Background: an optimization exercise with open tools, aiming at small area. Do not read the settings as production practice. Only simulation tests tie the RTL to the original design; equivalence was not proved.

==> inputs of job 6914 <==
==> flow/design.v (excerpt) <==
module synth_engine(
    input clk,
    input rst_n,
    input audio_sync,
    input [4:0] out_gain,
    output [10:0] reg_addr,
    input [31:0] reg_rdata,
    output [10:0] ph_raddr,
    input [23:0] ph_rdata,
    output [10:0] ph_waddr,
    output [23:0] ph_wdata,
    output ph_we,
    output [15:0] out_data,
    output out_valid
    );
reg [10:0] cnt;
reg run;
reg v;                  
reg [4:0] gain_frame;   
reg [4:0] gain_out;     
wire cnt_last = &cnt;
always @(posedge clk) begin
    if (!rst_n) begin
        cnt <= 11'd0;
        run <= 1'b0;
        v <= 1'b0;
    end else begin
        v <= run;
        if (audio_sync) begin
            cnt <= 11'd0;
            run <= 1'b1;
        end else begin
            cnt <= cnt + {10'd0, run};
            if (cnt_last) run <= 1'b0;
        end
    end
end
always @(posedge clk) begin
    if (audio_sync) gain_frame <= out_gain;
    if (run & cnt_last) gain_out <= gain_frame;
end
assign reg_addr = cnt;
assign ph_raddr = cnt;
reg [21:0] pn1_q2;
reg v_q2;
reg signed [13:0] z_5_q3;
reg signed [9:0] z_9_q4;
reg pos_5_q4;
reg pos_4_q3;
reg pos_4_q4;
reg pos_3_q3;
reg pos_3_q4;
reg pos_2_q3;
reg pos_2_q4;
reg pos_1_q3;
  ...
clock: 10.0 ns
lec_check: 0
cap_margin: 20
core_margin: 2
core_utilization: 40
slew_margin: 20
run.sh (not shown) runs the stock make flow with config.mk's settings and CLKGATE_MAP_FILE= SYNTH_SCRIPT=/design/flow/synth_recipe.tcl, a recipe that flattens the netlist after the stock synthesis.
==> inputs of job 6277, as changes to job 6914 <==
--- a/flow/design.v
+++ b/flow/design.v
@@ -331,44 +331,37 @@
 end
 wire signed [19:0] ys_6 = y_6 >>> 6;
 wire signed [19:0] x_7 = x_6 + (ys_6 ^ {20{pos_6_q4}}) + {19'd0, pos_6_q4};
 wire signed [19:0] xs_6 = x_6 >>> 6;
 wire signed [19:0] y_7 = y_6 + (xs_6 ^ {20{~pos_6_q4}}) + {19'd0, ~pos_6_q4};
 wire signed [19:0] ys_7 = y_7 >>> 7;
-wire [18:0] xh_8 = x_7[19:1] + (ys_7[19:1] ^ {19{pos_7_q4}}) + {18'd0, pos_7_q4};
-wire signed [19:0] x_8 = {xh_8, 1'd0};
+wire signed [19:0] x_8 = x_7 + (ys_7 ^ {20{pos_7_q4}}) + {19'd0, pos_7_q4};
 wire signed [19:0] xs_7 = x_7 >>> 7;
 wire signed [19:0] y_8 = y_7 + (xs_7 ^ {20{~pos_7_q4}}) + {19'd0, ~pos_7_q4};
 wire signed [19:0] ys_8 = y_8_q5 >>> 8;
-wire [18:0] xh_9 = x_8_q5[19:1] + (ys_8[19:1] ^ {19{pos_8_q5}}) + {18'd0, pos_8_q5};
-wire signed [19:0] x_9 = {xh_9, 1'd0};
+wire signed [19:0] x_9 = x_8_q5 + (ys_8 ^ {20{pos_8_q5}}) + {19'd0, pos_8_q5};
 wire signed [19:0] xs_8 = x_8_q5 >>> 8;
 wire signed [19:0] y_9 = y_8_q5 + (xs_8 ^ {20{~pos_8_q5}}) + {19'd0, ~pos_8_q5};
 wire signed [19:0] ys_9 = y_9 >>> 9;
-wire [16:0] xh_10 = x_9[19:3] + (ys_9[19:3] ^ {17{pos_9_q5}}) + {16'd0, pos_9_q5};
-wire signed [19:0] x_10 = {xh_10, 3'd0};
+wire signed [19:0] x_10 = x_9 + (ys_9 ^ {20{pos_9_q5}}) + {19'd0, pos_9_q5};
 wire signed [19:0] xs_9 = x_9 >>> 9;
 wire signed [19:0] y_10 = y_9 + (xs_9 ^ {20{~pos_9_q5}}) + {19'd0, ~pos_9_q5};
 wire signed [19:0] ys_10 = y_10 >>> 10;
-wire [15:0] xh_11 = x_10[19:4] + (ys_10[19:4] ^ {16{pos_10_q5}}) + {15'd0, pos_10_q5};
-wire signed [19:0] x_11 = {xh_11, 4'd0};
+wire signed [19:0] x_11 = x_10 + (ys_10 ^ {20{pos_10_q5}}) + {19'd0, pos_10_q5};
 wire signed [19:0] xs_10 = x_10 >>> 10;
 wire signed [19:0] y_11 = y_10 + (xs_10 ^ {20{~pos_10_q5}}) + {19'd0, ~pos_10_q5};
 wire signed [19:0] ys_11 = y_11_q6 >>> 11;
-wire [15:0] xh_12 = x_11_q6[19:4] + (ys_11[19:4] ^ {16{pos_11_q6}}) + {15'd0, pos_11_q6};
-wire signed [19:0] x_12 = {xh_12, 4'd0};
+wire signed [19:0] x_12 = x_11_q6 + (ys_11 ^ {20{pos_11_q6}}) + {19'd0, pos_11_q6};
 wire signed [19:0] xs_11 = x_11_q6 >>> 11;
 wire signed [19:0] y_12 = y_11_q6 + (xs_11 ^ {20{~pos_11_q6}}) + {19'd0, ~pos_11_q6};
 wire signed [19:0] ys_12 = y_12 >>> 12;
-wire [15:0] xh_13 = x_12[19:4] + (ys_12[19:4] ^ {16{pos_12_q6}}) + {15'd0, pos_12_q6};
-wire signed [19:0] x_13 = {xh_13, 4'd0};
+wire signed [19:0] x_13 = x_12 + (ys_12 ^ {20{pos_12_q6}}) + {19'd0, pos_12_q6};
 wire signed [19:0] xs_12 = x_12 >>> 12;
 wire signed [19:0] y_13 = y_12 + (xs_12 ^ {20{~pos_12_q6}}) + {19'd0, ~pos_12_q6};
 wire signed [19:0] ys_13 = y_13 >>> 13;
-wire [15:0] xh_14 = x_13[19:4] + (ys_13[19:4] ^ {16{pos_13_q6}}) + {15'd0, pos_13_q6};
-wire signed [19:0] x_14 = {xh_14, 4'd0};
+wire signed [19:0] x_14 = x_13 + (ys_13 ^ {20{pos_13_q6}}) + {19'd0, pos_13_q6};
 wire signed [19:0] xs_13 = x_13 >>> 13;
 wire signed [19:0] y_14 = y_13 + (xs_13 ^ {20{~pos_13_q6}}) + {19'd0, ~pos_13_q6};
 wire signed [19:0] x_15 = x_14_q7;
 wire signed [19:0] xs_14 = x_14_q7 >>> 14;
 wire signed [19:0] y_15 = y_14_q7 + (xs_14 ^ {20{~pos_14_q7}}) + {19'd0, ~pos_14_q7};
 wire signed [19:0] xs_15 = x_15 >>> 15;
@@ -377,16 +370,15 @@
 wire signed [14:0] gs = {1'b0, g_q8};
 wire signed [29:0] prod = sin_m_q8 * gs;
 wire [40:0] prodx = {{11{prod[29]}}, prod} ^ {41{flip_q8}};
 reg signed [40:0] sum;
 reg out_v;
 always @(posedge clk) begin
-    sum <= sum_next;
+    sum <= (first_q8 ? 41'sd0 : sum) + prodx + {40'd0, flip_q8};
     if (!rst_n) out_v <= 1'b0;
     else out_v <= last_q8;
 end
-wire [40:0] sum_next = (first_q8 ? 41'sd0 : sum) + prodx + {40'd0, flip_q8};
 wire signed [40:0] sh = sum >>> gain_out;
 wire ovf = ~(&sh[40:15] | ~(|sh[40:15]));
 assign out_data = ovf ? (sh[40] ? 16'h8000 : 16'h7FFF) : sh[15:0];
 assign out_valid = out_v;
 endmodule
==> run notes <==
|  | job 6277 | job 6914 |
|---|---|---|
| Reg-to-reg slack, setup | 0.62 ns | 0.70 ns |
| Final nets | 6733 | 6544 |
| Area of placed instances | 51300 um^2 | 50000 um^2 |
| Clock buf/inv share | 3.61% | 3.41% |
| Data-path buffer share of cell area in the final layout | 4.69% | 4.02% |
| Count of multi-input combinational gates | 4473 | 4391 |
| Number of different library cells in the post-synthesis netlist | 111 | 92 |
| Number of cells in the finished layout apart from fillers | 7370 | 7185 |
| Initial core utilization | 40.3% | 40.3% |
| Floorplan die area | 122000 um^2 | 120000 um^2 |
| Result of the run | finished clean | finished clean |
| Startpoint of the worst-slack reg-to-reg timing path | g_q8[1] | pn1_q2[15] |
| Post-synthesis area per instance | 8.48 um^2 | 8.48 um^2 |
| Fmax achieved | 0.103 GHz | 0.108 GHz |
| Sequential cell area fraction in the yosys report | 17.8% | 17.9% |

## afterwards: timing with drivers on the ports
In the flow no input, the clock included, has a driving cell. The finished layouts below were timed again as built, in two steps.
Step 1, drivers: a clkbuf_16 drives clk and a buf_2 each remaining input, both assumed.
Step 2 adds t to the input delays and takes it off the output delays; t is the mean of the earliest and latest rising clock arrival at the registers after step 1. Input paths then give back, and output paths get back, about the clock's delay inside the block.
Three values: ideal ports, drivers, drivers and shift; two values: the first two.
| run | t, ns | setup WS [ns] | pins driven straight from the clock port |
|---|---|---|---|
| job 6914 | 0.680 | 0.701 / 0.701 / 0.155 | 1 |
| job 6277 | 0.732 | 0.323 / 0.374 / -0.358 | 1 |
With both steps, setup timing fails in job 6277, where it was met with ideal ports. For job 6277, which loses most, drivers alone change the setup slack by +0.051 ns; drivers and shift together by -0.681 ns.
